Source: an optimization exercise on an open RTL-to-GDS flow (aim: small area and a short achievable clock period). Production flows keep margins and buffers that such runs may drop. The RTL was checked by simulation tests, not by an equivalence proof against the original design. Power is estimated from default activity; no workload was simulated.

**config.mk**
```make
export PLATFORM = sky130hd
export DESIGN_NAME = main
export DESIGN_NICKNAME = main
export VERILOG_FILES = /design/flow/design.v
export SDC_FILE = /design/flow/constraint.sdc
export NUM_CORES = 4
export LEC_CHECK = 0
export CAP_MARGIN = 20
export CORE_MARGIN = 2
export CORE_UTILIZATION = 40
export SLEW_MARGIN = 20
```
**constraint.sdc**
```tcl
create_clock -name core_clock -period 15.0 [get_ports {clk}]
set_input_delay 3.0000 -clock core_clock [delete_from_list [all_inputs] [get_ports {clk}]]
set_output_delay 3.0000 -clock core_clock [all_outputs]
set_load 0.01 [all_outputs]
```
**design.v**
```verilog
module main(
    input clk,
    input [19:0] data,
    output reg [7:0] result_Ra,
    output reg [7:0] result_Rb,
    output reg [7:0] result_Rc,
    output reg [7:0] result_Rd,
    output reg [15:0] result_bFloat,
    output reg SF,
    output reg ZF
    );
    reg [15:0] result_mul;
    wire [3:0] op = data[19:16];
    wire [7:0] f1 = data[15:8];
    wire [7:0] f2 = data[7:0];
    wire d_a = f1 == 8'h01, d_b = f1 == 8'h02, d_c = f1 == 8'h04, d_d = f1 == 8'h08;
    wire s_ok = f2 == 8'h01 || f2 == 8'h02 || f2 == 8'h04 || f2 == 8'h08;
    wire d_ok = d_a | d_b | d_c | d_d;
    wire same = f1 == f2;
    wire op_save = op == 4'b0001 || op == 4'b0010;
    wire op_sum  = op == 4'b0011 || op == 4'b0100;
    wire op_sub  = op == 4'b0101 || op == 4'b0110;
    wire op_reg  = op == 4'b0010 || op == 4'b0100 || op == 4'b0110;
    wire op_shr  = op == 4'b1011;
    wire op_shl  = op == 4'b1100;
    wire op_mul  = op == 4'b0111 || op == 4'b1000;
    wire op_bf   = op == 4'b1101;
    wire [7:0] opa = ({8{f1[0]}} & result_Ra) | ({8{f1[1]}} & result_Rb) |
                     ({8{f1[2]}} & result_Rc) | ({8{f1[3]}} & result_Rd);
    wire [7:0] srcv = ({8{f2[0]}} & result_Ra) | ({8{f2[1]}} & result_Rb) |
                      ({8{f2[2]}} & result_Rc) | ({8{f2[3]}} & result_Rd);
    wire [7:0] opb = op[0] ? f2 : srcv;
    wire keep = op_reg & (~s_ok | (same & ~(op == 4'b0100 & d_a)));
    wire [7:0] addsub = opa + (opb ^ {8{op_sub}}) + {7'd0, op_sub};
    wire big = f2[7:3] != 5'd0;
    wire [7:0] shr = big ? 8'd0 : (opa >> f2[2:0]);
    wire [7:0] shl = big ? 8'd0 : (opa << f2[2:0]);
    reg [7:0] alu;
    always @* begin
        if (keep) alu = opa;
        else if (op_save) alu = opb;
        else if (op_shr) alu = shr;
        else if (op_shl) alu = shl;
        else alu = addsub;
    end
    wire alu_wr = (op_save | op_sum | op_sub | op_shr | op_shl) & d_ok;
    wire mul_ld = op_mul & d_ok & (~op[3] | (s_ok & ~same));
    wire [15:0] mul_s, mul_c;
    wire [7:0] pp0 = opa & {8{opb[0]}};
    wire [7:0] pp1 = opa & {8{opb[1]}};
    wire [7:0] pp2 = opa & {8{opb[2]}};
    wire [7:0] pp3 = opa & {8{opb[3]}};
    wire [7:0] pp4 = opa & {8{opb[4]}};
    wire [7:0] pp5 = opa & {8{opb[5]}};
    wire [7:0] pp6 = opa & {8{opb[6]}};
    wire [7:0] pp7 = opa & {8{opb[7]}};
    wire mt1 = pp0[6] ^ pp1[5];
    wire mt2 = pp0[6] & pp1[5];
    wire mt3 = pp0[7] ^ pp1[6] ^ pp2[5];
    wire mt4 = (pp0[7] & pp1[6]) | (pp2[5] & (pp0[7] ^ pp1[6]));
    wire mt5 = pp3[4] ^ pp4[3];
    wire mt6 = pp3[4] & pp4[3];
    wire mt7 = pp1[7] ^ pp2[6] ^ pp3[5];
    wire mt8 = (pp1[7] & pp2[6]) | (pp3[5] & (pp1[7] ^ pp2[6]));
    wire mt9 = pp4[4] ^ pp5[3];
    wire mt10 = pp4[4] & pp5[3];
    wire mt11 = pp2[7] ^ pp3[6] ^ pp4[5];
    wire mt12 = (pp2[7] & pp3[6]) | (pp4[5] & (pp2[7] ^ pp3[6]));
    wire mt13 = pp0[4] ^ pp1[3];
    wire mt14 = pp0[4] & pp1[3];
    wire mt15 = pp0[5] ^ pp1[4] ^ pp2[3];
    wire mt16 = (pp0[5] & pp1[4]) | (pp2[3] & (pp0[5] ^ pp1[4]));
    wire mt17 = pp3[2] ^ pp4[1];
    wire mt18 = pp3[2] & pp4[1];
    wire mt19 = pp2[4] ^ pp3[3] ^ pp4[2];
    wire mt20 = (pp2[4] & pp3[3]) | (pp4[2] & (pp2[4] ^ pp3[3]));
    wire mt21 = pp5[1] ^ pp6[0] ^ mt1;
    wire mt22 = (pp5[1] & pp6[0]) | (mt1 & (pp5[1] ^ pp6[0]));
    wire mt23 = pp5[2] ^ pp6[1] ^ pp7[0];
    wire mt24 = (pp5[2] & pp6[1]) | (pp7[0] & (pp5[2] ^ pp6[1]));
    wire mt25 = mt3 ^ mt5 ^ mt2;
    wire mt26 = (mt3 & mt5) | (mt2 & (mt3 ^ mt5));
    wire mt27 = pp6[2] ^ pp7[1] ^ mt7;
    wire mt28 = (pp6[2] & pp7[1]) | (mt7 & (pp6[2] ^ pp7[1]));
    wire mt29 = mt9 ^ mt4 ^ mt6;
    wire mt30 = (mt9 & mt4) | (mt6 & (mt9 ^ mt4));
    wire mt31 = pp5[4] ^ pp6[3] ^ pp7[2];
    wire mt32 = (pp5[4] & pp6[3]) | (pp7[2] & (pp5[4] ^ pp6[3]));
    wire mt33 = mt11 ^ mt8 ^ mt10;
    wire mt34 = (mt11 & mt8) | (mt10 & (mt11 ^ mt8));
    wire mt35 = pp3[7] ^ pp4[6] ^ pp5[5];
    wire mt36 = (pp3[7] & pp4[6]) | (pp5[5] & (pp3[7] ^ pp4[6]));
    wire mt37 = pp6[4] ^ pp7[3] ^ mt12;
    wire mt38 = (pp6[4] & pp7[3]) | (mt12 & (pp6[4] ^ pp7[3]));
    wire mt39 = pp4[7] ^ pp5[6] ^ pp6[5];
    wire mt40 = (pp4[7] & pp5[6]) | (pp6[5] & (pp4[7] ^ pp5[6]));
    wire mt41 = pp0[3] ^ pp1[2];
    wire mt42 = pp0[3] & pp1[2];
    wire mt43 = pp2[2] ^ pp3[1] ^ pp4[0];
    wire mt44 = (pp2[2] & pp3[1]) | (pp4[0] & (pp2[2] ^ pp3[1]));
    wire mt45 = pp5[0] ^ mt15 ^ mt17;
    wire mt46 = (pp5[0] & mt15) | (mt17 & (pp5[0] ^ mt15));
    wire mt47 = mt19 ^ mt21 ^ mt16;
    wire mt48 = (mt19 & mt21) | (mt16 & (mt19 ^ mt21));
    wire mt49 = mt23 ^ mt25 ^ mt20;
    wire mt50 = (mt23 & mt25) | (mt20 & (mt23 ^ mt25));
    wire mt51 = mt27 ^ mt29 ^ mt24;
    wire mt52 = (mt27 & mt29) | (mt24 & (mt27 ^ mt29));
    wire mt53 = mt31 ^ mt33 ^ mt28;
    wire mt54 = (mt31 & mt33) | (mt28 & (mt31 ^ mt33));
    wire mt55 = mt35 ^ mt37 ^ mt32;
    wire mt56 = (mt35 & mt37) | (mt32 & (mt35 ^ mt37));
    wire mt57 = pp7[4] ^ mt39 ^ mt36;
    wire mt58 = (pp7[4] & mt39) | (mt36 & (pp7[4] ^ mt39));
    wire mt59 = pp5[7] ^ pp6[6] ^ pp7[5];
    wire mt60 = (pp5[7] & pp6[6]) | (pp7[5] & (pp5[7] ^ pp6[6]));
    wire mt61 = pp0[2] ^ pp1[1];
    wire mt62 = pp0[2] & pp1[1];
    wire mt63 = pp2[1] ^ pp3[0] ^ mt41;
    wire mt64 = (pp2[1] & pp3[0]) | (mt41 & (pp2[1] ^ pp3[0]));
    wire mt65 = mt13 ^ mt43 ^ mt42;
    wire mt66 = (mt13 & mt43) | (mt42 & (mt13 ^ mt43));
    wire mt67 = mt14 ^ mt45 ^ mt44;
    wire mt68 = (mt14 & mt45) | (mt44 & (mt14 ^ mt45));
    wire mt69 = mt18 ^ mt47 ^ mt46;
    wire mt70 = (mt18 & mt47) | (mt46 & (mt18 ^ mt47));
    wire mt71 = mt22 ^ mt49 ^ mt48;
    wire mt72 = (mt22 & mt49) | (mt48 & (mt22 ^ mt49));
    wire mt73 = mt26 ^ mt51 ^ mt50;
    wire mt74 = (mt26 & mt51) | (mt50 & (mt26 ^ mt51));
    wire mt75 = mt30 ^ mt53 ^ mt52;
    wire mt76 = (mt30 & mt53) | (mt52 & (mt30 ^ mt53));
    wire mt77 = mt34 ^ mt55 ^ mt54;
    wire mt78 = (mt34 & mt55) | (mt54 & (mt34 ^ mt55));
    wire mt79 = mt38 ^ mt57 ^ mt56;
    wire mt80 = (mt38 & mt57) | (mt56 & (mt38 ^ mt57));
    wire mt81 = mt40 ^ mt59 ^ mt58;
    wire mt82 = (mt40 & mt59) | (mt58 & (mt40 ^ mt59));
    wire mt83 = pp6[7] ^ pp7[6] ^ mt60;
    wire mt84 = (pp6[7] & pp7[6]) | (mt60 & (pp6[7] ^ pp7[6]));
    assign mul_s = {1'b0, pp7[7], mt83, mt81, mt79, mt77, mt75, mt73, mt71, mt69, mt67, mt65, mt63, pp2[0], pp0[1], pp0[0]};
    assign mul_c = {1'b0, mt84, mt82, mt80, mt78, mt76, mt74, mt72, mt70, mt68, mt66, mt64, mt62, mt61, pp1[0], 1'b0};
    wire [15:0] prod = mul_s + mul_c;
    wire pzero = mul_ld ? (opa == 8'd0 || opb == 8'd0) : (result_mul == 16'd0);
    wire ltA = f2 < 8'd10;
    wire ltB = f2 < 8'd100;
    reg [10:0] uA;                   
    always @* begin
        case (f2[3:0])
        4'd1: uA = 11'd204;
        4'd2: uA = 11'd409;
        4'd3: uA = 11'd614;
        4'd4: uA = 11'd819;
        4'd5: uA = 11'd1024;
        4'd6: uA = 11'd1228;
        4'd7: uA = 11'd1433;
        4'd8: uA = 11'd1638;
        4'd9: uA = 11'd1843;
        default: uA = 11'd0;
        endcase
    end
    wire [1:0] cB = f2[0] ? ((f2 > 8'd75) ? 2'd2 : (f2 > 8'd25) ? 2'd1 : 2'd0)
                          : ((f2 > 8'd50) ? 2'd2 : 2'd1);
    wire [10:0] uB = {f2[6:0], 4'd0} + {2'd0, f2[6:0], 2'd0} + {5'd0, f2[6:1]} - {9'd0, cB};
    wire t1 = f2 >= 8'd105, t2 = f2 >= 8'd125, t3 = f2 >= 8'd146, t4 = f2 >= 8'd167;
    wire t5 = f2 >= 8'd188, t6 = f2 >= 8'd209, t7 = f2 >= 8'd230, t8 = f2 >= 8'd250;
    wire [3:0] nC = {t8, t4 & ~t8, (t2 & ~t4) | (t6 & ~t8),
                     (t1 & ~t2) | (t3 & ~t4) | (t5 & ~t6) | (t7 & ~t8)};
    wire [10:0] uC = {2'd0, f2, 1'b0} + {7'd0, nC} + 11'd4;
    wire [10:0] u = ltA ? uA : ltB ? uB : uC;
    wire [6:0] bf_hi = u[10:4];      
    wire [1:0] zk = u[10] ? 2'd0 : u[9] ? 2'd1 : u[8] ? 2'd2 : 2'd3;
    wire [6:0] zm = u[10] ? u[9:3] : u[9] ? u[8:2] : u[8] ? u[7:1] : u[6:0];
    wire bs = f1[7];
    wire [7:0] mag = bs ? -f1 : f1;
    reg [2:0] e;
    always @* begin
        casez (mag)
        8'b1???????: e = 3'd7;
        8'b01??????: e = 3'd6;
        8'b001?????: e = 3'd5;
        8'b0001????: e = 3'd4;
        8'b00001???: e = 3'd3;
        8'b000001??: e = 3'd2;
        8'b0000001?: e = 3'd1;
        default:     e = 3'd0;
        endcase
    end
    wire [13:0] y = {mag[6:0], bf_hi};
    wire [13:0] ysh = y >> e;
    wire izero = f1 == 8'd0;
    wire bzero = izero & (f2 == 8'd0);
    wire [6:0] bman = bzero ? 7'd0 : izero ? zm : ysh[6:0];
    wire [7:0] bexp = bzero ? 8'd0 : izero ? (8'd126 - {6'd0, zk}) : (8'd127 + {5'd0, e});
    wire wa = op_mul | (alu_wr & d_a);
    wire wb = op_bf  | (alu_wr & d_b);
    wire wc = op_bf  | (alu_wr & d_c);
    wire wd = op_mul | (alu_wr & d_d);
    wire wf = op_mul | op_bf | alu_wr;
    wire [7:0] na0 = op_mul ? result_mul[7:0]  : alu;
    wire [7:0] nd0 = op_mul ? result_mul[15:8] : alu;
    wire sf0 = op_mul ? result_mul[15] : op_bf ? bs : alu[7];
    wire zf0 = op_mul ? pzero : op_bf ? bzero : (alu == 8'd0);
    always @(posedge clk) begin
        if (mul_ld) result_mul <= prod;
        if (wa) result_Ra <= mul_ld ? prod[7:0] : na0;
        if (wd) result_Rd <= mul_ld ? prod[15:8] : nd0;
        if (wb) result_Rb <= op_bf ? {bs, bman} : alu;
        if (wc) result_Rc <= op_bf ? bexp : alu;
        if (wf) begin
            SF <= mul_ld ? prod[15] : sf0;
            ZF <= zf0;
        end
        if (op_bf) result_bFloat <= {bs, bexp, bman};
    end
endmodule
```
**flow/run.sh**
```bash
#!/bin/bash
# Own layout flow: the standard ORFS flow (standard.sh) with these changes:
#  - synthesis leaves the adders to ABC instead of extracting full/half adder cells, and
#    ABC maps with flow/abc_map.script (area-recovering mapping under a delay target).
#    Only the ABC step differs from synth_recipe.tcl: the registers are mapped before it.
#  - the port buffers are buf_1 cells instead of the slow clkdlybuf4s50_1 (the resizer
#    then sizes them as it does any cell);
#  - repair_timing aims for 8.7 ns of setup slack, so it sizes up the critical paths.
set -euo pipefail
W=$PWD
mkdir -p "$W/own"
sed "s#^  log_cmd abc {\*}\$abc_args#  log_cmd abc -script $W/flow/abc_map.script {*}[lrange \$abc_args 2 end]#" \
  "$FLOW_HOME/scripts/synth.tcl" > "$W/own/synth_own.tcl"
grep -q "abc_map.script" "$W/own/synth_own.tcl"
sed "s#source \$::env(SCRIPTS_DIR)/synth.tcl#source $W/own/synth_own.tcl#" \
  "$W/synth_recipe.tcl" > "$W/own/synth_recipe_own.tcl"
grep -q "synth_own.tcl" "$W/own/synth_recipe_own.tcl"
bash standard.sh SYNTH_SCRIPT="$W/own/synth_recipe_own.tcl" ADDER_MAP_FILE= ABC_AREA=1 SETUP_SLACK_MARGIN=8.7 \
  "BUFFER_PORTS_ARGS=-buffer_cell sky130_fd_sc_hd__buf_1" finish > standard_flow.log 2>&1
```
**flow/abc_map.script**
```
strash
dch
map -D 2600
topo
stime -c
buffer -c
upsize -c
dnsize -c
```
**standard.sh**
```bash
#!/bin/bash
# synth_recipe.tcl (not shown) runs the flow's synth.tcl, then flattens the netlist and writes it again
# the make line also repeats each setting of config.mk as NAME=value (left out here)
make -C /OpenROAD-flow-scripts/flow DESIGN_CONFIG=/design/flow/config.mk WORK_HOME=/design/flow/orfs CLKGATE_MAP_FILE= SYNTH_SCRIPT=/design/flow/synth_recipe.tcl "${@:-finish}"
```
==> results.ini, run 1 <==
[setup_path]
reg2regPathDepth = 21
cpPeakStageDelay_ns = 0.32
crit_slowest_cell = a21o_2
worstReg2RegStart = result_Rb[1]
cp_max_fo = 6
worstSetupEndpointType = register
cp.depth = 23
reg2reg_to = result_Rd[1]
setup.worst_path.class = primary input to register
worst_ep_required_time_ns = 15.17
cp_top_family = compound AO/OA/AOI/OAI gates
cp_num_buf_inv = 7
arrival_ns = 6.61
cp-start-kind = primary input
path_cells = buf_8 > buf_12 > a22oi_2 > o2111ai_4 > o21a_4 > buf_6 > buf_6 > nand4_4 > nand4_1 > a21o_2 > nand2_2 > nand2_2 > nand2_4 > xnor3_1 > and2_1 > o21ai_2 > nand3b_1 > nand2_4 > buf_4 > buf_4 > inv_1 > or2_1 > a32oi_2
reg2reg_slack_ns = 10.90

[logic_synthesis]
synth-edff-count = 64
synth_flop_cell = edfxtp_1
avgSynthCellArea_um2 = 6.46
synth_largest_area_cell = edfxtp_1
yosysSeqAreaShare_pct = 21.9
yosysMostFrequentCell = nand2_1
synth_cell_types = 86
ys_top_cells_by_count = 294 x nand2_1, 181 x nor2_1, 141 x inv_1
ys_warn_count = 1
synth_cells = 1359
synth_area_um2 = 8780
ys_top_cells_by_area = edfxtp_1 22%, nand2_1 13%, nor2_1 7.7%, inv_1 6.0%, o21ai_0 4.6%
synth_top_area_share_pct = 21.9
ys_ff_latch = 64
ys_async_sr_fraction_pct = 0
syn-num-nets = 1380

[grt]
grt-ovfl-total = 0
grt_max_degree = 44
track_usage_pct = 30.3
antenna_found_initial = 0
grt_pass1_vias = 10300
grt_pass1_wl_mm = 56.2

[floorplanning]
start_util_pct = 40.5
die_x_um = 152
rows = 54
fp.dieH_um = 152
io_pins = 71
core_area_um2 = 21700
fp.dieArea_um2 = 23200

[power_and_ir_drop]
vdd.ir_drop.worst_mv = 0.282
p_per_area_nw_per_um2 = 134
leakagePower_nw = 5.40

[clock_network]
clk_pin_slew_ns = 0.05
clock_path_buffers = 2
htreeDepth = 3
clock_sinks = 64
tritoncts = built
clock_latency_ns = 0.33
cts_buffers = 9
clockRootBuffer = clkbuf_16

[flow_run]
maxCapViolations = 0

[layout]
fin_nets = 1592
utilization_pct = 58.7
drive_gt1_share_pct = 33.4
area_growth_pct = 44.9
fillCellCount = 1977
n_antenna_cell = 0

[sta]
worst_pin_slew_ns = 0.867
skew_ns = 0.00485
final-setup-viol-count = 0
timing.fmax_mhz = 155
rsz0062_at_grt = yes
timing.final.crit_share_pct = 42.9
maxSlewViolCount = 0
period_needed_ns = 6.44
tns_ns = 0
relSlewSlack_pct = 41.8
hold_viol = 0

[hold_path]
hold_class = register to register
hold_depth = 2
min_to = result_Ra[3]
hp-start = result_mul[3]

[place]
gp_congestion = 0.989
port_buffers = 70
dp_hpwl_mm = 25.1

[routing]
drc_errors = 0
post_drt_wl_per_cell_um = 20.5
firstDrtPassIters = 7
vias = 11100
vias_per_cell = 6.00
wl_mm = 38.0
postRouteAntennaNets = 0
drt_iter0_markers = 1052

[outcome]
outcome = finished clean

## worst reg2reg max path, stage by stage (launching register included)
cell and delay (ns):
edfxtp_1 0.50, a22oi_2 0.30, o2111ai_4 0.19, o21a_4 0.18, buf_6 0.13, buf_6 0.12, nand4_4 0.06, nand4_1 0.21
a21o_2 0.32, nand2_2 0.07, nand2_2 0.06, nand2_4 0.06, xnor3_1 0.26, and2_1 0.17, o21ai_2 0.15, nand3b_1 0.21
nand2_4 0.21, buf_4 0.14, buf_4 0.10, inv_1 0.04, or2_1 0.23, a32oi_2 0.22
## worst max path at each step
stage | from | end
floorplan | data[11] | result_Rd[5]
global placement | data[2] | result_Rb[6]
detailed placement | data[2] | result_Rb[6]
CTS | data[3] | result_Rd[1]
global route | data[1] | result_Rd[2]
finish | data[0] | result_Rd[1]
## per-stage QoR
stage	cell area [um2]	power, mW	hold slack, ns	cells	worst slack [ns]
after CTS	11300	1.50	0.653	1801	8.62
after detailed placement	9260	1.04	0.639	1677	7.38
final	12700	1.71	0.662	1856	8.56
after global placement	9260	1.04	0.623	1677	7.61
after floorplan	8780	0.850	0.563	1359	8.86
after global routing	12700	1.81	0.691	1856	8.41
## sequential cells by signal, summed over array words and instances, names as in the netlist
register and cells:
result_Rb 8, result_Rd 8, ZF 1, result_Rc 8, SF 1, result_Ra 8, result_mul 16, result_bFloat 14
## routing by layer
layer / vias to the layer above / part of all wire (%) / global-route usage [%]
li1: 5122 / - / -
met1: 5199 / 38 / 37.1
met2: 614 / 47 / 51.3
met3: 193 / 7.5 / 4.41
met4: 0 / 7.1 / 17.1
met5: - / 0 / 0
## cells in the final DEF, fill, tap and decap left out, types with 9 or more instances in the layout
cell / Yosys / routed
nand2_4: 1 / 11
nor2_2: 9 / 22
nor2_4: 1 / 20
nand3_1: 59 / 45
a21oi_2: 5 / 14
nand2_2: 9 / 39
edfxtp_1: 64 / 64
a21oi_1: 72 / 57
or2_2: 10 / 9
o22ai_1: 18 / 10
buf_1: 4 / 56
nand4_1: 30 / 30
nand2_1: 294 / 250
o21ai_2: 12 / 20
o21ai_4: 1 / 14
clkbuf_16: 0 / 9
buf_6: 3 / 29
nor3_1: 17 / 13
inv_1: 141 / 127
inv_2: 18 / 19
a31oi_1: 24 / 18
xor2_2: 0 / 11
buf_12: 0 / 9
nor2_1: 181 / 149
o21ai_0: 81 / 52
buf_4: 10 / 135
o211ai_1: 13 / 13
xor2_1: 45 / 33
o21ai_1: 32 / 41
xnor2_1: 17 / 11
nand3_2: 3 / 13
## where the power goes
part / internal (mW) / switching [mW]
logic: 0.524 / 0.767
registers: 0.230 / 0.00635
clock network: 0.110 / 0.0727
total: 0.864 / 0.846
## area by class of cell
type                            instances  area (um2)  area share (%)
Multi-Input combinational cell       1085        7430            58.4
Timing Repair Buffer                  245        2050            16.1
Sequential cell                        64        1920            15.1
Inverter                              166         716            5.63
Tap cell                              280         350            2.75
Clock buffer                           11         233            1.83
Clock inverter                          5        23.8           0.187
## timing repair
item                                    CTS  global route
resized for setup                       208           226
endpoints found under the setup margin   52            47
setup buffers                           100            55
hold buffers                              0             0
pin swaps                                75            88
cloned                                    8             0
## cells by family after synthesis
kind of cell	synth area share [%]
simple gates	33.6
xor+xnor	7.32
flops	21.9
compound gates	26.8
buf+inv	10.0
fa+ha+maj	0.356
==> run 2, diff against run 1 <==
--- a/flow/run.sh
+++ b/flow/run.sh
@@ -15,5 +15,5 @@
 sed "s#source \$::env(SCRIPTS_DIR)/synth.tcl#source $W/own/synth_own.tcl#" \
   "$W/synth_recipe.tcl" > "$W/own/synth_recipe_own.tcl"
 grep -q "synth_own.tcl" "$W/own/synth_recipe_own.tcl"
-bash standard.sh SYNTH_SCRIPT="$W/own/synth_recipe_own.tcl" ADDER_MAP_FILE= ABC_AREA=1 SETUP_SLACK_MARGIN=8.7 \
+bash standard.sh SYNTH_SCRIPT="$W/own/synth_recipe_own.tcl" ADDER_MAP_FILE= ABC_AREA=1 SETUP_SLACK_MARGIN=8.3 CTS_BUF_LIST=sky130_fd_sc_hd__clkbuf_8 \
   "BUFFER_PORTS_ARGS=-buffer_cell sky130_fd_sc_hd__buf_1" finish > standard_flow.log 2>&1
==> results.ini, run 2 <==
[logic_synthesis]
synth_largest_area_cell = edfxtp_1
yosysMostFrequentCell = nand2_1
synth_cell_types = 86  ; unchanged
synth_compound_area_share_pct = 26.8  ; unchanged
yosysSeqAreaShare_pct = 21.9  ; unchanged
synth-xor-area-share_pct = 7.32  ; unchanged
synthAdderAreaFrac_pct = 0.356  ; unchanged
ys_ff_latch = 64  ; unchanged
synth_cells = 1359  ; unchanged
ys_top_cells_by_area = edfxtp_1 22%, nand2_1 13%, nor2_1 7.7%, inv_1 6.0%, o21ai_0 4.6%
synth_top_area_share_pct = 21.9  ; unchanged
synth_top_family_by_area = simple AND/OR/NAND/NOR gates
ys_warn_count = 1  ; unchanged
synth_area_um2 = 8780  ; unchanged
avgSynthCellArea_um2 = 6.46  ; unchanged
ys_async_sr_fraction_pct = 0  ; unchanged
synth-edff-count = 64  ; unchanged
syn-num-nets = 1380  ; unchanged
muxShareOfSynthArea_pct = 0  ; unchanged
ys_top_cells_by_count = 294 x nand2_1, 181 x nor2_1, 141 x inv_1
synth_flop_cell = edfxtp_1
yosys.area_share.simple_pct = 33.6  ; unchanged

[layout]
stdcell_count = 1758  ; -5.3%
largest_register_ffs = 16  ; unchanged
utilization_pct = 48.8  ; -9.8 points
n_antenna_cell = 0  ; unchanged
reg.largest.list = result_mul: 16 flops, result_bFloat: 14 flops
drive_gt1_share_pct = 19.1  ; -14 points
fillCellCount = 2282  ; +15%
layout_commonest_cell = nand2_1
area_growth_pct = 20.6
regMostFlops = result_mul
fin_nets = 1494  ; -6.2%
mostFrequentLayoutCells = 281 x nand2_1, 169 x nor2_1, 139 x inv_1, 67 x o21ai_0

[setup_path]
cp_max_fo = 7  ; +1
critPathMostFrequentCell = nand2_2
arrival_ns = 6.63  ; +0.02 ns
path_cells = buf_2 > buf_12 > clkinvlp_4 > buf_8 > nand2_1 > a21boi_4 > buf_12 > nand2_1 > o21ai_1 > xor2_1 > nand3_1 > nand3b_2 > nand2_2 > xnor3_1 > nor2_2 > o21a_1 > nand3b_4 > nand2_2 > nor2_2 > a31oi_1 > nand3_1 > nand2_2 > a32oi_1
worstSetupEndpointType = register
crit_slowest_cell = a21boi_4
cpPeakStageDelay_ns = 0.34  ; +0.02 ns
cp_top_family = simple AND/OR/NAND/NOR gates
cp_num_buf_inv = 5  ; -2
setup.worst_path.class = primary input to register
worst_ep_required_time_ns = 15.06  ; -0.11 ns
cp-start-kind = primary input

[routing]
drt_iter0_markers = 1019  ; -3.1%
drc_errors = 0  ; unchanged
vias = 10400  ; -6.8%
post_drt_wl_per_cell_um = 19.4  ; -5.1%
vias_per_cell = 5.90  ; -1.6%
firstDrtPassIters = 6  ; -1
postRouteAntennaNets = 0  ; unchanged
wl_mm = 34.2  ; -10%

[outcome]
outcome = finished clean

[clock_network]
clk_pin_slew_ns = 0.07  ; +0.02 ns
cts_buffers = 9  ; unchanged
htreeDepth = 3  ; unchanged
clock_sinks = 64  ; unchanged
tritoncts = built
clock_path_buffers = 2  ; unchanged
clock_latency_ns = 0.35  ; +0.02 ns
clockRootBuffer = clkbuf_8

[flow_run]
maxCapViolations = 0  ; unchanged

[sta]
period_needed_ns = 6.56  ; +0.123 ns
rsz0062_at_grt = yes
worst_hold_slack_ns = 0.657  ; -0.00552 ns
skew_ns = 0.00921  ; +0.00436 ns
relSlewSlack_pct = 39.6  ; -2.3 points
timing.final.crit_share_pct = 43.8  ; +0.82 points
hold_viol = 0  ; unchanged
worst_pin_slew_ns = 0.903  ; +0.0364 ns
timing.fmax_mhz = 152  ; -1.9%
maxSlewViolCount = 0  ; unchanged
final-setup-viol-count = 0  ; unchanged
tns_ns = 0  ; unchanged

[grt]
grt_pass1_vias = 9459  ; -8.5%
grt_pass1_wl_mm = 51.0  ; -9.3%
grt_max_degree = 44  ; unchanged
grt-ovfl-total = 0  ; unchanged
antenna_found_initial = 0  ; unchanged
track_usage_pct = 27.4  ; -3.0 points

[place]
dp_hpwl_mm = 25.1  ; unchanged
dp.cells = 1677  ; unchanged
gp_congestion = 0.989  ; unchanged
port_buffers = 70  ; unchanged

[power_and_ir_drop]
leakagePower_nw = 4.56  ; -15%
finalPower_mw = 1.31  ; -23%
p_per_area_nw_per_um2 = 124  ; -8.0%
vdd.ir_drop.worst_mv = 0.176  ; -37%

[floorplanning]
rows = 54  ; unchanged
die_x_um = 152  ; unchanged
fp.dieH_um = 152  ; unchanged
start_util_pct = 40.5  ; unchanged
core_area_um2 = 21700  ; unchanged
io_pins = 71  ; unchanged
fp.dieArea_um2 = 23200  ; unchanged

[hold_path]
hold_class = register to register

## run 2: cell count changes in the layout (fill, tap and decap cells not counted), sizes merged
cell    before  now
buf        238  134
clkbuf      12   22
bufbuf       6    0
a21boi       6    5
clkinv       8    9
inv        158  159
o21a         9   10
## run 2: worst register-to-register path: stages, from the launching register on
cell and delay (ns):
edfxtp_1 0.50, a22o_1 0.28, nor3_4 0.38, inv_2 0.22, nand2_1 0.18, xnor2_1 0.15, nor2_1 0.06, inv_1 0.06
nand2_1 0.07, o31ai_1 0.34, maj3_1 0.37, nand2_1 0.08, nand2_1 0.12, nand2_1 0.06, nand2_1 0.13, inv_1 0.10
a21oi_2 0.27, a21oi_4 0.12, o2111ai_2 0.21, a31oi_1 0.14
## run 2: what timing repair did
action	4_1_cts	5_1_grt
setup endpoints to repair	40	45
gates cloned	0	6
pin swaps	5	31
hold buffers	0	0
buffers inserted	14	45
resized for setup	23	133
## run 2: cells by family (layout without fill, tap and decap cells)
kind of cell | after synthesis | after routing
and+or+nand+nor | 655 | 655
AOI/OAI and AO/OA | 358 | 360
buffers and inverters | 212 | 329
xor gates and xnor gates | 67 | 67
DFF | 64 | 64
adders and majority gates | 3 | 3
## run 2: per-layer routing
layer | routed length [um] | global-route usage (%) | share of wire [%] | up-vias
met5 | 0 | 0 | 0 | -
li1 | - | - | - | 4923
met2 | 16100 | 46.8 | 47 | 516
met1 | 13700 | 34.4 | 40 | 4820
met4 | 1830 | 12.7 | 5.4 | 0
met3 | 2500 | 3.53 | 7.3 | 116
## run 2: report_power, final
part           internal [mW]  total (mW)  switching (mW)
Combinational          0.336       0.951           0.616
Sequential             0.229       0.236         0.00612
Clock                 0.0567       0.123          0.0661
## run 2: final cells by class
class | instances | area [um2] | area share, %
sequential | 64 | 1920 | 18.2
multi-input combinational | 1085 | 6450 | 60.9
clock buffer | 9 | 124 | 1.17
tap | 280 | 350 | 3.31
clock inverter | 7 | 31.3 | 0.295
inverter | 166 | 676 | 6.38
timing repair buffer | 147 | 1040 | 9.79
## run 2: through the flow
stage	instance area [um2]	setup slack, ns
after floorplan	8780	8.86
after global placement	9260	7.61
after detailed placement	9260	7.38
after CTS	9610	8.30
after global routing	10600	8.19
final	10600	8.44
## run 2: worst paths after layout
path | slack, ns | from | cells past startpoint | endpoint
worst min register to register | 0.66 | result_mul[3] | 2 | result_Ra[3]
worst min-delay path | 0.66 | result_mul[3] | 2 | result_Ra[3]
worst max register to register | 10.85 | result_Rb[1] | 19 | result_Rd[3]
worst max-delay path | 8.44 | data[3] | 23 | result_Rd[4]
==> run 3, diff against run 2 <==
--- a/design.v
+++ b/design.v
@@ -192,25 +192,28 @@
     wire bzero = izero & (f2 == 8'd0);
     wire [6:0] bman = bzero ? 7'd0 : izero ? zm : ysh[6:0];
     wire [7:0] bexp = bzero ? 8'd0 : izero ? (8'd126 - {6'd0, zk}) : (8'd127 + {5'd0, e});
-    wire wa = op_mul | (alu_wr & d_a);
-    wire wb = op_bf  | (alu_wr & d_b);
-    wire wc = op_bf  | (alu_wr & d_c);
-    wire wd = op_mul | (alu_wr & d_d);
-    wire wf = op_mul | op_bf | alu_wr;
-    wire [7:0] na0 = op_mul ? result_mul[7:0]  : alu;
-    wire [7:0] nd0 = op_mul ? result_mul[15:8] : alu;
-    wire sf0 = op_mul ? result_mul[15] : op_bf ? bs : alu[7];
-    wire zf0 = op_mul ? pzero : op_bf ? bzero : (alu == 8'd0);
+    wire p_old = op_mul & ~mul_ld;                  
+    wire a_alu = alu_wr & d_a, b_alu = alu_wr & d_b, c_alu = alu_wr & d_c, d_alu = alu_wr & d_d;
+    wire a_hold = ~(op_mul | a_alu), d_hold = ~(op_mul | d_alu);
+    wire b_hold = ~(op_bf | b_alu), c_hold = ~(op_bf | c_alu);
+    wire f_hold = ~(op_mul | op_bf | alu_wr);
+    wire [7:0] ra_next = ({8{mul_ld}} & prod[7:0]) | ({8{p_old}} & result_mul[7:0]) |
+                         ({8{a_alu}} & alu) | ({8{a_hold}} & result_Ra);
+    wire [7:0] rd_next = ({8{mul_ld}} & prod[15:8]) | ({8{p_old}} & result_mul[15:8]) |
+                         ({8{d_alu}} & alu) | ({8{d_hold}} & result_Rd);
+    wire [7:0] rb_next = ({8{op_bf}} & {bs, bman}) | ({8{b_alu}} & alu) | ({8{b_hold}} & result_Rb);
+    wire [7:0] rc_next = ({8{op_bf}} & bexp) | ({8{c_alu}} & alu) | ({8{c_hold}} & result_Rc);
+    wire sf_next = (mul_ld & prod[15]) | (p_old & result_mul[15]) | (op_bf & bs) |
+                   (alu_wr & alu[7]) | (f_hold & SF);
+    wire zf_next = (op_mul & pzero) | (op_bf & bzero) | (alu_wr & (alu == 8'd0)) | (f_hold & ZF);
     always @(posedge clk) begin
         if (mul_ld) result_mul <= prod;
-        if (wa) result_Ra <= mul_ld ? prod[7:0] : na0;
-        if (wd) result_Rd <= mul_ld ? prod[15:8] : nd0;
-        if (wb) result_Rb <= op_bf ? {bs, bman} : alu;
-        if (wc) result_Rc <= op_bf ? bexp : alu;
-        if (wf) begin
-            SF <= mul_ld ? prod[15] : sf0;
-            ZF <= zf0;
-        end
+        result_Ra <= ra_next;
+        result_Rd <= rd_next;
+        result_Rb <= rb_next;
+        result_Rc <= rc_next;
+        SF <= sf_next;
+        ZF <= zf_next;
         if (op_bf) result_bFloat <= {bs, bexp, bman};
     end
 endmodule
==> flow/run.sh (replaced) <==
#!/bin/bash
# Own layout flow: the standard ORFS flow (standard.sh) with these changes:
#  - synthesis leaves the adders to ABC instead of extracting full/half adder cells,
#    and ABC runs its area script (ABC_AREA=1), which here also gives the shorter paths;
#  - the port buffers are buf_1 cells instead of the slow clkdlybuf4s50_1 (the resizer
#    then sizes them as it does any cell);
#  - repair_timing aims for 8.7 ns of setup slack, so it sizes up the critical paths.
set -euo pipefail
bash standard.sh ADDER_MAP_FILE= ABC_AREA=1 SETUP_SLACK_MARGIN=8.7 CTS_BUF_LIST=sky130_fd_sc_hd__clkbuf_8 \
  "BUFFER_PORTS_ARGS=-buffer_cell sky130_fd_sc_hd__buf_1" finish > standard_flow.log 2>&1
removed: flow/abc_map.script
==> results.ini, run 3 <==
[layout]
area_growth_pct = 10.7
layout_commonest_cell = nand2_1
regMostFlops = result_mul
largest_register_ffs = 16  ; unchanged
mostFrequentLayoutCells = 637 x nand2_1, 174 x inv_1, 144 x nand3_1, 124 x nor2_1, 67 x a21oi_1
n_antenna_cell = 0  ; unchanged
fin_nets = 1754  ; +17%
register_area_um2 = 1580  ; -18%
fillCellCount = 2489  ; +9.1%
drive_gt1_share_pct = 10.5  ; -8.6 points
reg.largest.list = result_mul: 16 flops, result_bFloat: 14 flops
multi_input_area_um2 = 6550  ; +1.6%

[grt]
grt-ovfl-total = 0  ; unchanged
antenna_found_initial = 0  ; unchanged
track_usage_pct = 27.0  ; -0.37 points
grt_max_degree = 34  ; -23%
grt_pass1_wl_mm = 52.3  ; +2.7%
grt_pass1_vias = 10300  ; +8.5%

[logic_synthesis]
synth_top_area_share_pct = 26.5  ; +4.6 points
yosys.area_share.simple_pct = 50.5  ; +17 points
ys_ff_latch = 64  ; unchanged
synthAdderAreaFrac_pct = 0  ; -0.36 points
synth_flop_cell = dfxtp_1
syn-num-nets = 1686  ; +22%
synth_top_family_by_area = simple AND/OR/NAND/NOR gates
synth_cells = 1665  ; +23%
synth_cell_types = 57  ; -34%
synth_area_um2 = 9090  ; +3.5%
ys_top_cells_by_area = nand2_1 26%, edfxtp_1 9.9%, nand3_1 8.0%, dfxtp_1 7.5%, inv_1 7.2%
avgSynthCellArea_um2 = 5.46  ; -16%
ys_top_cells_by_count = 641 x nand2_1, 175 x inv_1, 146 x nand3_1
synth_compound_area_share_pct = 16.0  ; -11 points
ys_async_sr_fraction_pct = 0  ; unchanged
yosysSeqAreaShare_pct = 17.4  ; -4.5 points
synth_largest_area_cell = nand2_1
synth-xor-area-share_pct = 4.32  ; -3.0 points
synth-edff-count = 30  ; -53%
yosysMostFrequentCell = nand2_1
muxShareOfSynthArea_pct = 0  ; unchanged
ys_warn_count = 1  ; unchanged

[clock_network]
clk_pin_slew_ns = 0.07  ; about the same
ctsHoldBuffers = 0  ; unchanged
cts_buffers = 9  ; unchanged
clockRootBuffer = clkbuf_8
htreeDepth = 3  ; unchanged
clock_path_buffers = 2  ; unchanged
tritoncts = built
clock_latency_ns = 0.35  ; about the same
clock_sinks = 64  ; unchanged

[floorplanning]
fp.dieArea_um2 = 23900  ; +3.4%
fp.dieH_um = 155  ; +1.7%
start_util_pct = 40.5  ; about the same
core_area_um2 = 22400  ; +3.4%
die_x_um = 155  ; +1.7%
rows = 55  ; +1.9%
io_pins = 71  ; unchanged

[sta]
worst_pin_slew_ns = 0.957  ; +0.0542 ns
hold_viol = 0  ; unchanged
maxSlewViolCount = 0  ; unchanged
final-setup-viol-count = 0  ; unchanged
relSlewSlack_pct = 35.5  ; -4.1 points
rsz0062_at_grt = no
period_needed_ns = 6.09  ; -0.476 ns
timing.final.crit_share_pct = 40.6  ; -3.2 points
skew_ns = 0.00493  ; -0.00428 ns
tns_ns = 0  ; unchanged
timing.fmax_mhz = 164  ; +7.8%
worst_hold_slack_ns = 0.503  ; -0.154 ns

[setup_path]
cpPeakStageDelay_ns = 0.26  ; -0.08 ns
worst_ep_required_time_ns = 15.11  ; +0.05 ns
crit_slowest_cell = buf_2
cp_top_family = simple AND/OR/NAND/NOR gates
worstSetupEndpointType = register
arrival_ns = 6.19  ; -0.44 ns
worstReg2RegStart = result_Rd[2]
cp_num_buf_inv = 4  ; -1
reg2reg_slack_ns = 11.40  ; +0.55 ns
reg2reg_to = result_mul[12]
cp_max_fo = 12  ; +5
critPathMostFrequentCell = nand2_1
cp-start-kind = primary input
setup.worst_path.class = primary input to register
startpoint = data[11]
reg2regPathDepth = 25  ; +6

[routing]
firstDrtPassIters = 5  ; -1
postRouteAntennaNets = 0  ; unchanged
vias_per_cell = 5.42  ; -8.1%
drt_iter0_markers = 928  ; -8.9%
post_drt_wl_per_cell_um = 16.0  ; -18%
drc_errors = 0  ; unchanged
wl_mm = 32.3  ; -5.4%
vias = 11000  ; +5.7%

[place]
gp_congestion = 0.969  ; -2.0%
port_buffers = 70  ; unchanged
dp_hpwl_mm = 25.6  ; +1.7%

[power_and_ir_drop]
p_per_area_nw_per_um2 = 151  ; +22%
leakagePower_nw = 5.05  ; +11%
vdd.ir_drop.worst_mv = 0.199  ; +13%
finalPower_mw = 1.51  ; +16%

[flow_run]
maxCapViolations = 0  ; unchanged

[hold_path]
hold_depth = 2  ; unchanged
hold_class = register to register
hp-start = result_mul[6]
min_to = result_Ra[6]

[outcome]
outcome = finished clean

-- run 3: layer usage --
metal  track usage (%)  vias up  wire [um]
met5                 0        -          0
met4              8.99        0       1030
met3              3.05       67       2200
met2              45.8      435      14800
met1              35.7     4933      14400
li1                  -     5532          -
-- run 3: cells by family (layout without fill, tap and decap cells) --
family          Yosys count  in the layout
compound gates          247            247
buf+inv                 258            331
flops                    64             64
simple gates           1052           1052
xor+xnor                 44             44
-- run 3: area by class of cell --
| class | instances | share of cell area (%) |
|---|---|---|
| multi-input cells | 1343 | 65.1 |
| flip-flops and latches | 64 | 15.7 |
| inverters | 214 | 8.14 |
| repair buffers | 100 | 5.40 |
| well taps | 285 | 3.55 |
| clock buffers | 9 | 1.23 |
| clock inverters | 7 | 0.796 |
| repair inverters | 1 | 0.0498 |
-- run 3: tightest hold or removal path: stages (launching register included) --
cell and delay (ns):
edfxtp_1 0.34, nand2_1 0.05, nand4_1 0.08
-- run 3: worst max-delay path by stage --
stage                          end  cells past startpoint  slack [ns]
floorplan           result_mul[13]                     27        9.41
global placement    result_mul[12]                     21        8.19
detailed placement  result_mul[12]                     21        8.18
CTS                 result_mul[13]                     20        8.71
global route        result_mul[13]                     26        8.70
finish              result_mul[12]                     26        8.91
-- run 3: through the flow --
step | util [%] | std cells | instance area [um2] | setup slack [ns]
floorplan | - | 1665 | 9090 | 9.41
global placement | 42.4 | 1985 | 9520 | 8.19
detailed placement | 42.4 | 1985 | 9520 | 8.18
CTS | 43.7 | 2010 | 9810 | 8.71
global route | 44.8 | 2023 | 10100 | 8.70
finish | 44.8 | 2023 | 10100 | 8.91
-- run 3: repair_timing --
action,CTS,global route
setup buffers,9,12
endpoints found under the setup margin,19,45
cloned,0,1
pin swaps,3,1
resized for setup,5,41
-- run 3: power breakdown --
part           internal (mW)  total [mW]  switching (mW)
clock                 0.0909       0.155          0.0643
sequential             0.228       0.258          0.0290
combinational          0.345        1.10           0.756
total                  0.665        1.51           0.850
==> run 4, diff against run 3 <==
--- a/flow/run.sh
+++ b/flow/run.sh
@@ -6,5 +6,5 @@
 #    then sizes them as it does any cell);
 #  - repair_timing aims for 8.7 ns of setup slack, so it sizes up the critical paths.
 set -euo pipefail
-bash standard.sh ADDER_MAP_FILE= ABC_AREA=1 SETUP_SLACK_MARGIN=8.7 CTS_BUF_LIST=sky130_fd_sc_hd__clkbuf_8 \
+bash standard.sh ADDER_MAP_FILE= ABC_AREA=1 SETUP_SLACK_MARGIN=8.5 CTS_BUF_LIST=sky130_fd_sc_hd__clkbuf_8 SETUP_MOVE_SEQUENCE=unbuffer,sizeup,swap \
   "BUFFER_PORTS_ARGS=-buffer_cell sky130_fd_sc_hd__buf_1" finish > standard_flow.log 2>&1
==> results.ini, run 4 <==
[floorplanning]
rows = 55  ; unchanged
fp.dieH_um = 155  ; unchanged
die_x_um = 155  ; unchanged
start_util_pct = 40.5  ; unchanged
fp.dieArea_um2 = 23900  ; unchanged
core_area_um2 = 22400  ; unchanged
io_pins = 71  ; unchanged

[routing]
vias = 10900  ; -1.0%
vias_per_cell = 5.42  ; about the same
drt_iter0_markers = 891  ; -4.0%
drc_errors = 0  ; unchanged
postRouteAntennaNets = 0  ; unchanged
post_drt_wl_per_cell_um = 16.0  ; about the same
wl_mm = 32.0  ; -1.1%
firstDrtPassIters = 7  ; +2

[setup_path]
arrival_ns = 6.36  ; +0.17 ns
reg2regPathDepth = 23  ; -8.0%
cp_top_family = simple AND/OR/NAND/NOR gates
reg2reg_to = result_mul[13]
reg2reg_slack_ns = 11.18  ; -0.22 ns
crit_slowest_cell = nand4_1
path_cells = buf_4 > nand2_1 > nand4_1 > inv_1 > nor2_1 > nand3_1 > nand2_1 > nor2_1 > a21oi_1 > o21ai_1 > a21oi_2 > nand2_1 > nand2_1 > nand2_1 > nand2_1 > nand2_1 > nand3_1 > o21ai_2 > nand2_1 > nand2_1 > nand2_1 > and2_1
startpoint = data[10]
worstSetupEndpointType = register
cp_max_fo = 12  ; unchanged
worstReg2RegStart = result_Rc[4]
critPathMostFrequentCell = nand2_1
cp_num_buf_inv = 2  ; -2
cp-start-kind = primary input
cpPeakStageDelay_ns = 0.53  ; +0.27 ns
setup.worst_path.class = primary input to register
worst_ep_required_time_ns = 15.10  ; about the same

[flow_run]
maxCapViolations = 0  ; unchanged

[sta]
setup_slack_ns = 8.74  ; -0.171 ns
final-setup-viol-count = 0  ; unchanged
maxSlewViolCount = 0  ; unchanged
rsz0062_at_grt = yes
worst_pin_slew_ns = 0.928  ; -0.0289 ns
period_needed_ns = 6.26  ; +0.171 ns
hold_viol = 0  ; unchanged
skew_ns = 0.00690  ; +0.00197 ns
relSlewSlack_pct = 37.4  ; +1.9 points
timing.fmax_mhz = 160  ; -2.7%
tns_ns = 0  ; unchanged
timing.final.crit_share_pct = 41.7  ; +1.1 points

[grt]
grt-ovfl-total = 0  ; unchanged
grt_max_degree = 34  ; unchanged
grt_pass1_vias = 10200  ; -0.60%
grt_pass1_wl_mm = 52.0  ; -0.65%
antenna_found_initial = 0  ; unchanged
track_usage_pct = 26.8  ; -0.16 points

[place]
dp_hpwl_mm = 25.6  ; unchanged
dp_slack_ns = 8.18  ; unchanged
gp_congestion = 0.969  ; unchanged
port_buffers = 70  ; unchanged
dp.cells = 1985  ; unchanged

[power_and_ir_drop]
p_switching_mw = 0.874  ; +2.8%
p_int_mw = 0.666  ; +0.26%
power_frac_seq_pct = 16.7  ; -0.3 points
leakagePower_nw = 4.96  ; -1.7%
finalPower_mw = 1.54  ; +1.7%
p_per_area_nw_per_um2 = 155  ; +3.2%
pwr-share-comb_pct = 73.2  ; +0.5 points
pwr-share-clk_pct = 10.1  ; about the same
vdd.ir_drop.worst_mv = 0.192  ; -3.4%
p_sw_share_pct = 56.7  ; +0.62 points

[logic_synthesis]
synth_flop_cell = dfxtp_1
yosysMostFrequentCell = nand2_1
ys_top_cells_by_area = nand2_1 26%, edfxtp_1 9.9%, nand3_1 8.0%, dfxtp_1 7.5%, inv_1 7.2%
synth_largest_area_cell = nand2_1
synth_cell_types = 57  ; unchanged
avgSynthCellArea_um2 = 5.46  ; unchanged
ys_async_sr_fraction_pct = 0  ; unchanged
yosysSeqAreaShare_pct = 17.4  ; unchanged
synth_top_area_share_pct = 26.5  ; unchanged
synth_area_um2 = 9090  ; unchanged
synth_cells = 1665  ; unchanged
ys_top_cells_by_count = 641 x nand2_1, 175 x inv_1, 146 x nand3_1
syn-num-nets = 1686  ; unchanged
ys_warn_count = 1  ; unchanged
synth-edff-count = 30  ; unchanged
ys_ff_latch = 64  ; unchanged

[layout]
layout_commonest_cell = nand2_1
fillCellCount = 2502  ; +0.52%
regMostFlops = result_mul
largest_register_ffs = 16  ; unchanged
mostFrequentLayoutCells = 629 x nand2_1, 174 x inv_1, 137 x nand3_1, 122 x nor2_1, 68 x a21oi_1
stdcell_count = 2001  ; -1.1%
area_growth_pct = 9.12
fin_nets = 1732  ; -1.3%
drive_gt1_share_pct = 10.2  ; -0.33 points
utilization_pct = 44.2  ; -0.64 points
n_antenna_cell = 0  ; unchanged
reg.largest.list = result_mul: 16 flops, result_bFloat: 14 flops

[outcome]
outcome = finished clean

[hold_path]
hold_class = register to register
hp-start = result_mul[6]
hold_depth = 2  ; unchanged
min_to = result_Ra[6]

[clock_network]
htreeDepth = 3  ; unchanged
clk_pin_slew_ns = 0.07  ; about the same
cts_buffers = 9  ; unchanged
clock_path_buffers = 2  ; unchanged
clock_sinks = 64  ; unchanged
clock_latency_ns = 0.35  ; about the same
tritoncts = built
clockRootBuffer = clkbuf_8
post_cts_buffers = 0  ; -9

[run 4: power groups by stage]
stage	Clock, mW	Combinational [mW]	Sequential (mW)
6_report	0.155	1.13	0.257
3_3_place_gp	0	1.04	0.260
4_1_cts	0.156	1.05	0.256
2_1_floorplan	0	0.794	0.258
5_1_grt	0.164	1.27	0.259
3_5_place_dp	0	1.05	0.260
[run 4: cell type report]
class | count | area [um2] | area share, %
clock buffer | 9 | 124 | 1.25
clock inverter | 7 | 80.1 | 0.808
inverter | 214 | 811 | 8.18
multi-input combinational | 1343 | 6610 | 66.6
sequential | 64 | 1580 | 16.0
tap | 285 | 357 | 3.60
timing repair buffer | 79 | 357 | 3.60
[run 4: worst max path at each step]
stage          depth (start not counted)              to  slack, ns
3_3_place_gp                          21  result_mul[12]       8.19
4_1_cts                               21  result_mul[12]       8.54
5_1_grt                               24  result_mul[13]       8.47
6_report                              22  result_mul[12]       8.74
3_5_place_dp                          21  result_mul[12]       8.18
2_1_floorplan                         27  result_mul[13]       9.41
[run 4: repair_timing]
action,4_1_cts,5_1_grt
gates resized for setup,0,64
hold buffers,0,0
endpoints found under the setup margin,0,42
[run 4: kinds of logic (layout without fill, tap and decap cells)]
family                 Yosys count  in the layout  share of synthesized area [%]
buffers and inverters          258            309                           11.7
flip-flops                      64             64                           17.4
AND/OR/NAND/NOR               1052           1052                           50.5
AO/OA/AOI/OAI                  247            247                           16.0
XOR/XNOR                        44             44                           4.32
[run 4: worst register-to-register path: cells and delay by family (launching register included)]
family / cells / cell delay [ns]
AND/OR/NAND/NOR: 20 / 2.57
buffers and inverters: 3 / 0.62
flip-flops: 1 / 0.37
[run 4: stage by stage]
step | area (um2) | hold WS (ns)
2_1_floorplan | 9090 | 0.462
6_report | 9910 | 0.499
4_1_cts | 9720 | 0.493
3_5_place_dp | 9520 | 0.483
3_3_place_gp | 9520 | 0.478
5_1_grt | 9910 | 0.526
[run 4: layer usage]
| layer | track usage [%] | share of wire, % | up-vias |
|---|---|---|---|
| li1 | - | - | 5491 |
| met1 | 35.8 | 45 | 4895 |
| met2 | 45.6 | 46 | 399 |
| met3 | 3.11 | 6.2 | 68 |
| met4 | 8.02 | 2.7 | 0 |
| met5 | 0 | 0 | - |
==> run 5, diff against run 4 <==
--- a/design.v
+++ b/design.v
@@ -140,7 +140,72 @@
     wire mt84 = (pp6[7] & pp7[6]) | (mt60 & (pp6[7] ^ pp7[6]));
     assign mul_s = {1'b0, pp7[7], mt83, mt81, mt79, mt77, mt75, mt73, mt71, mt69, mt67, mt65, mt63, pp2[0], pp0[1], pp0[0]};
     assign mul_c = {1'b0, mt84, mt82, mt80, mt78, mt76, mt74, mt72, mt70, mt68, mt66, mt64, mt62, mt61, pp1[0], 1'b0};
-    wire [15:0] prod = mul_s + mul_c;
+    wire [15:0] ks_g0 = mul_s & mul_c, ks_p0 = mul_s ^ mul_c;
+    wire sg1_1 = ks_g0[1] | (ks_p0[1] & ks_g0[0]);
+    wire sp1_1 = ks_p0[1] & ks_p0[0];
+    wire sg1_3 = ks_g0[3] | (ks_p0[3] & ks_g0[2]);
+    wire sp1_3 = ks_p0[3] & ks_p0[2];
+    wire sg1_5 = ks_g0[5] | (ks_p0[5] & ks_g0[4]);
+    wire sp1_5 = ks_p0[5] & ks_p0[4];
+    wire sg1_7 = ks_g0[7] | (ks_p0[7] & ks_g0[6]);
+    wire sp1_7 = ks_p0[7] & ks_p0[6];
+    wire sg1_9 = ks_g0[9] | (ks_p0[9] & ks_g0[8]);
+    wire sp1_9 = ks_p0[9] & ks_p0[8];
+    wire sg1_11 = ks_g0[11] | (ks_p0[11] & ks_g0[10]);
+    wire sp1_11 = ks_p0[11] & ks_p0[10];
+    wire sg1_13 = ks_g0[13] | (ks_p0[13] & ks_g0[12]);
+    wire sp1_13 = ks_p0[13] & ks_p0[12];
+    wire sg1_15 = ks_g0[15] | (ks_p0[15] & ks_g0[14]);
+    wire sp1_15 = ks_p0[15] & ks_p0[14];
+    wire sg2_2 = ks_g0[2] | (ks_p0[2] & sg1_1);
+    wire sp2_2 = ks_p0[2] & sp1_1;
+    wire sg2_3 = sg1_3 | (sp1_3 & sg1_1);
+    wire sp2_3 = sp1_3 & sp1_1;
+    wire sg2_6 = ks_g0[6] | (ks_p0[6] & sg1_5);
+    wire sp2_6 = ks_p0[6] & sp1_5;
+    wire sg2_7 = sg1_7 | (sp1_7 & sg1_5);
+    wire sp2_7 = sp1_7 & sp1_5;
+    wire sg2_10 = ks_g0[10] | (ks_p0[10] & sg1_9);
+    wire sp2_10 = ks_p0[10] & sp1_9;
+    wire sg2_11 = sg1_11 | (sp1_11 & sg1_9);
+    wire sp2_11 = sp1_11 & sp1_9;
+    wire sg2_14 = ks_g0[14] | (ks_p0[14] & sg1_13);
+    wire sp2_14 = ks_p0[14] & sp1_13;
+    wire sg2_15 = sg1_15 | (sp1_15 & sg1_13);
+    wire sp2_15 = sp1_15 & sp1_13;
+    wire sg3_4 = ks_g0[4] | (ks_p0[4] & sg2_3);
+    wire sp3_4 = ks_p0[4] & sp2_3;
+    wire sg3_5 = sg1_5 | (sp1_5 & sg2_3);
+    wire sp3_5 = sp1_5 & sp2_3;
+    wire sg3_6 = sg2_6 | (sp2_6 & sg2_3);
+    wire sp3_6 = sp2_6 & sp2_3;
+    wire sg3_7 = sg2_7 | (sp2_7 & sg2_3);
+    wire sp3_7 = sp2_7 & sp2_3;
+    wire sg3_12 = ks_g0[12] | (ks_p0[12] & sg2_11);
+    wire sp3_12 = ks_p0[12] & sp2_11;
+    wire sg3_13 = sg1_13 | (sp1_13 & sg2_11);
+    wire sp3_13 = sp1_13 & sp2_11;
+    wire sg3_14 = sg2_14 | (sp2_14 & sg2_11);
+    wire sp3_14 = sp2_14 & sp2_11;
+    wire sg3_15 = sg2_15 | (sp2_15 & sg2_11);
+    wire sp3_15 = sp2_15 & sp2_11;
+    wire sg4_8 = ks_g0[8] | (ks_p0[8] & sg3_7);
+    wire sp4_8 = ks_p0[8] & sp3_7;
+    wire sg4_9 = sg1_9 | (sp1_9 & sg3_7);
+    wire sp4_9 = sp1_9 & sp3_7;
+    wire sg4_10 = sg2_10 | (sp2_10 & sg3_7);
+    wire sp4_10 = sp2_10 & sp3_7;
+    wire sg4_11 = sg2_11 | (sp2_11 & sg3_7);
+    wire sp4_11 = sp2_11 & sp3_7;
+    wire sg4_12 = sg3_12 | (sp3_12 & sg3_7);
+    wire sp4_12 = sp3_12 & sp3_7;
+    wire sg4_13 = sg3_13 | (sp3_13 & sg3_7);
+    wire sp4_13 = sp3_13 & sp3_7;
+    wire sg4_14 = sg3_14 | (sp3_14 & sg3_7);
+    wire sp4_14 = sp3_14 & sp3_7;
+    wire sg4_15 = sg3_15 | (sp3_15 & sg3_7);
+    wire sp4_15 = sp3_15 & sp3_7;
+    wire [15:0] prod = ks_p0 ^ {sg4_14, sg4_13, sg4_12, sg4_11, sg4_10, sg4_9, sg4_8, sg3_7, sg3_6, sg3_5, sg3_4, sg2_3, sg2_2, sg1_1, ks_g0[0], 1'b0};
     wire pzero = mul_ld ? (opa == 8'd0 || opb == 8'd0) : (result_mul == 16'd0);
     wire ltA = f2 < 8'd10;
     wire ltB = f2 < 8'd100;
--- a/flow/run.sh
+++ b/flow/run.sh
@@ -6,5 +6,5 @@
 #    then sizes them as it does any cell);
 #  - repair_timing aims for 8.7 ns of setup slack, so it sizes up the critical paths.
 set -euo pipefail
-bash standard.sh ADDER_MAP_FILE= ABC_AREA=1 SETUP_SLACK_MARGIN=8.5 CTS_BUF_LIST=sky130_fd_sc_hd__clkbuf_8 SETUP_MOVE_SEQUENCE=unbuffer,sizeup,swap \
+bash standard.sh ADDER_MAP_FILE= ABC_AREA=1 SETUP_SLACK_MARGIN=8.7 CTS_BUF_LIST=sky130_fd_sc_hd__clkbuf_8 \
   "BUFFER_PORTS_ARGS=-buffer_cell sky130_fd_sc_hd__buf_1" finish > standard_flow.log 2>&1
==> results.ini, run 5 <==
[logic_synthesis]
synth-edff-count = 30  ; unchanged
synth_area_um2 = 9170  ; +0.94%
synth_flop_cell = dfxtp_1
ys_ff_latch = 64  ; unchanged
ys_top_cells_by_area = nand2_1 27%, edfxtp_1 9.8%, nand3_1 8.9%, inv_1 7.7%, dfxtp_1 7.4%
yosysSeqAreaShare_pct = 17.2  ; -0.16 points
synth_cell_types = 58  ; +1.8%
synth_largest_area_cell = nand2_1
avgSynthCellArea_um2 = 5.57  ; +2.0%
synth_top_area_share_pct = 26.5  ; +0.041 points
syn-num-nets = 1669  ; -1.0%
ys_top_cells_by_count = 648 x nand2_1, 188 x inv_1, 164 x nand3_1
ys_warn_count = 1  ; unchanged
ys_async_sr_fraction_pct = 0  ; unchanged
synth_cells = 1648  ; -1.0%
yosysMostFrequentCell = nand2_1

[grt]
grt_pass1_vias = 9747  ; -4.5%
antenna_found_initial = 0  ; unchanged
track_usage_pct = 26.4  ; -0.39 points
grt_max_degree = 32  ; -5.9%
grt-ovfl-total = 0  ; unchanged
grt_pass1_wl_mm = 51.2  ; -1.6%

[layout]
n_antenna_cell = 0  ; unchanged
drive_gt1_share_pct = 11.5  ; +1.3 points
fin_nets = 1741  ; +0.52%
mostFrequentLayoutCells = 644 x nand2_1, 185 x inv_1, 164 x nand3_1, 109 x nor2_1, 62 x buf_1
stdcell_area_um2 = 10100  ; +1.5%
largest_register_ffs = 16  ; unchanged
layout_commonest_cell = nand2_1
fillCellCount = 2501  ; -0.040%
area_growth_pct = 9.75
regMostFlops = result_mul
reg.largest.list = result_mul: 16 flops, result_bFloat: 14 flops

[routing]
vias_per_cell = 5.40  ; -0.48%
m1WireLength_mm = 14.6  ; +1.1%
wl_met2_mm = 14.4  ; -2.2%
firstDrtPassIters = 5  ; -2
drc_errors = 0  ; unchanged
drt_iter0_markers = 978  ; +9.8%
postRouteAntennaNets = 0  ; unchanged
vias = 10900  ; -0.028%
route.met3.wl_mm = 2.21  ; +12%
wl_mm = 32.3  ; +0.92%
post_drt_wl_per_cell_um = 16.0  ; +0.46%
top_layer = met4

[power_and_ir_drop]
leakagePower_nw = 5.10  ; +2.7%
vdd.ir_drop.worst_mv = 0.132  ; -31%
p_per_area_nw_per_um2 = 147  ; -5.5%

[setup_path]
cp_max_fo = 22  ; +10
cp_num_buf_inv = 5  ; +3
cpPeakStageDelay_ns = 0.35  ; -0.18 ns
arrival_ns = 6.13  ; -0.23 ns
crit_slowest_cell = o41ai_2
cp_top_family = simple AND/OR/NAND/NOR gates
cp-start-kind = primary input
critPathMostFrequentCell = nand2_1
setup.worst_path.class = primary input to register
worst_ep_required_time_ns = 15.11  ; about the same
worstSetupEndpointType = register

[clock_network]
clockRootBuffer = clkbuf_8
clock_sinks = 64  ; unchanged
clk_pin_slew_ns = 0.08  ; about the same
ctsHoldBuffers = 0  ; unchanged
tritoncts = built
htreeDepth = 3  ; unchanged
cts_buffers = 9  ; unchanged
clock_path_buffers = 2  ; unchanged
clock_latency_ns = 0.35  ; about the same

[sta]
period_needed_ns = 6.02  ; -0.240 ns
relSlewSlack_pct = 48.5  ; +11 points
timing.final.crit_share_pct = 40.1  ; -1.6 points
final-setup-viol-count = 0  ; unchanged
skew_ns = 0.00916  ; +0.00226 ns
tns_ns = 0  ; unchanged
worst_pin_slew_ns = 0.764  ; -0.164 ns
hold_viol = 0  ; unchanged
maxSlewViolCount = 0  ; unchanged
timing.fmax_mhz = 166  ; +4.0%
setup_slack_ns = 8.98  ; +0.240 ns
rsz0062_at_grt = yes

[place]
gp_congestion = 0.986  ; +1.7%
place_area_um2 = 9550  ; +0.35%
dp_hpwl_mm = 25.6  ; about the same
port_buffers = 70  ; unchanged
dp_slack_ns = 8.13  ; -0.0501 ns

[floorplanning]
io_pins = 71  ; unchanged
fp.dieArea_um2 = 24200  ; +0.91%
fp.dieH_um = 155  ; +0.46%
start_util_pct = 40.6  ; +0.13 points
core_area_um2 = 22600  ; +0.61%
die_x_um = 155  ; +0.46%
rows = 55  ; unchanged

[outcome]
outcome = finished clean

[hold_path]
hold_class = register to register

[flow_run]
maxCapViolations = 0  ; unchanged

[run 5: final timing paths]
kind	start	to	slack, ns	depth (start not counted)
max	data[0]	result_bFloat[1]	8.98	25
min	result_mul[0]	result_Ra[0]	0.50	2
max reg2reg	result_Rb[0]	SF	11.56	28
min reg2reg	result_mul[0]	result_Ra[0]	0.50	2
[run 5: tightest hold or removal path, delay by kind of cell (launching register included)]
| family | cells | cell delay (ns) |
|---|---|---|
| DFF | 1 | 0.34 |
| AOI/OAI and AO/OA | 1 | 0.07 |
| and+or+nand+nor | 1 | 0.05 |
[run 5: cells by family after synthesis]
family | share of synthesized area [%]
buffers and inverters | 11.9
AND/OR/NAND/NOR | 52.0
AO/OA/AOI/OAI | 15.0
flip-flops | 17.2
XOR/XNOR | 3.82
[run 5: area by class of cell]
type / instances / area [um2] / share of cell area, %
tap: 285 / 357 / 3.54
inverter: 208 / 788 / 7.83
clock buffer: 10 / 138 / 1.37
timing repair inverter: 1 / 5.00 / 0.0497
sequential: 64 / 1580 / 15.7
clock inverter: 6 / 91.3 / 0.907
multi-input combinational: 1334 / 6570 / 65.2
timing repair buffer: 102 / 538 / 5.34
[run 5: what timing repair did]
item / 4_1_cts / 5_1_grt
setup endpoints to repair: 18 / 46
cloned: 1 / 0
pin swaps: 0 / 3
buffers inserted: 0 / 23
endpoints found under the hold margin: 0 / 0
gates resized for setup: 8 / 31
[run 5: stage by stage]
| step | total power [mW] | util, % | hold WS (ns) | cells |
|---|---|---|---|---|
| 2_1_floorplan | 1.03 | - | 0.457 | 1648 |
| 3_3_place_gp | 1.26 | 42.3 | 0.471 | 1970 |
| 3_5_place_dp | 1.27 | 42.3 | 0.483 | 1970 |
| 4_1_cts | 1.44 | 43.5 | 0.492 | 1987 |
| 5_1_grt | 1.63 | 44.6 | 0.526 | 2010 |
| 6_report | 1.48 | 44.6 | 0.498 | 2010 |
[run 5: report_power, final]
group	internal [mW]	switching (mW)	leakage, nW	total, mW
Sequential	0.226	0.0322	0.553	0.258
Combinational	0.333	0.715	4.43	1.05
Clock	0.0989	0.0724	0.117	0.171
Total	0.658	0.820	5.10	1.48
[run 5: metal layers]
layer,up-vias,track usage (%)
li1,5511,-
met1,4882,35.1
met2,389,43.6
met3,68,4.62
met4,0,8.65
met5,-,0

what the ideal ports hide:
In the flow no input, the clock included, has a driving cell. The finished layouts below were timed again as built, in two steps.
Step 1, drivers: a clkbuf_16 drives clk and a buf_2 each remaining input, both assumed.
Step 2 also shifts input and output timing later by t, the mid clock arrival at the registers, as if the neighbouring blocks saw the same clock.
Slacks: ideal ports / drivers / drivers and shift; pairs: ideal ports / drivers.
run | t, ns | slack for setup (ns) | latest minus earliest clock arrival (ns)
run 1 | 0.366 | 8.559 / 8.548 / 8.181 | 0.005 / 0.005
run 2 | 0.381 | 8.436 / 8.448 / 8.067 | 0.009 / 0.009
run 3 | 0.379 | 8.912 / 8.919 / 8.540 | 0.005 / 0.005
run 4 | 0.378 | 8.740 / 8.752 / 8.375 | 0.007 / 0.007
run 5 | 0.377 | 8.980 / 8.991 / 8.614 | 0.009 / 0.009
After both steps setup and hold are still met in every run listed. The setup slack of run 1, which loses most, moves by -0.011 ns with the drivers and by -0.378 ns with both steps.
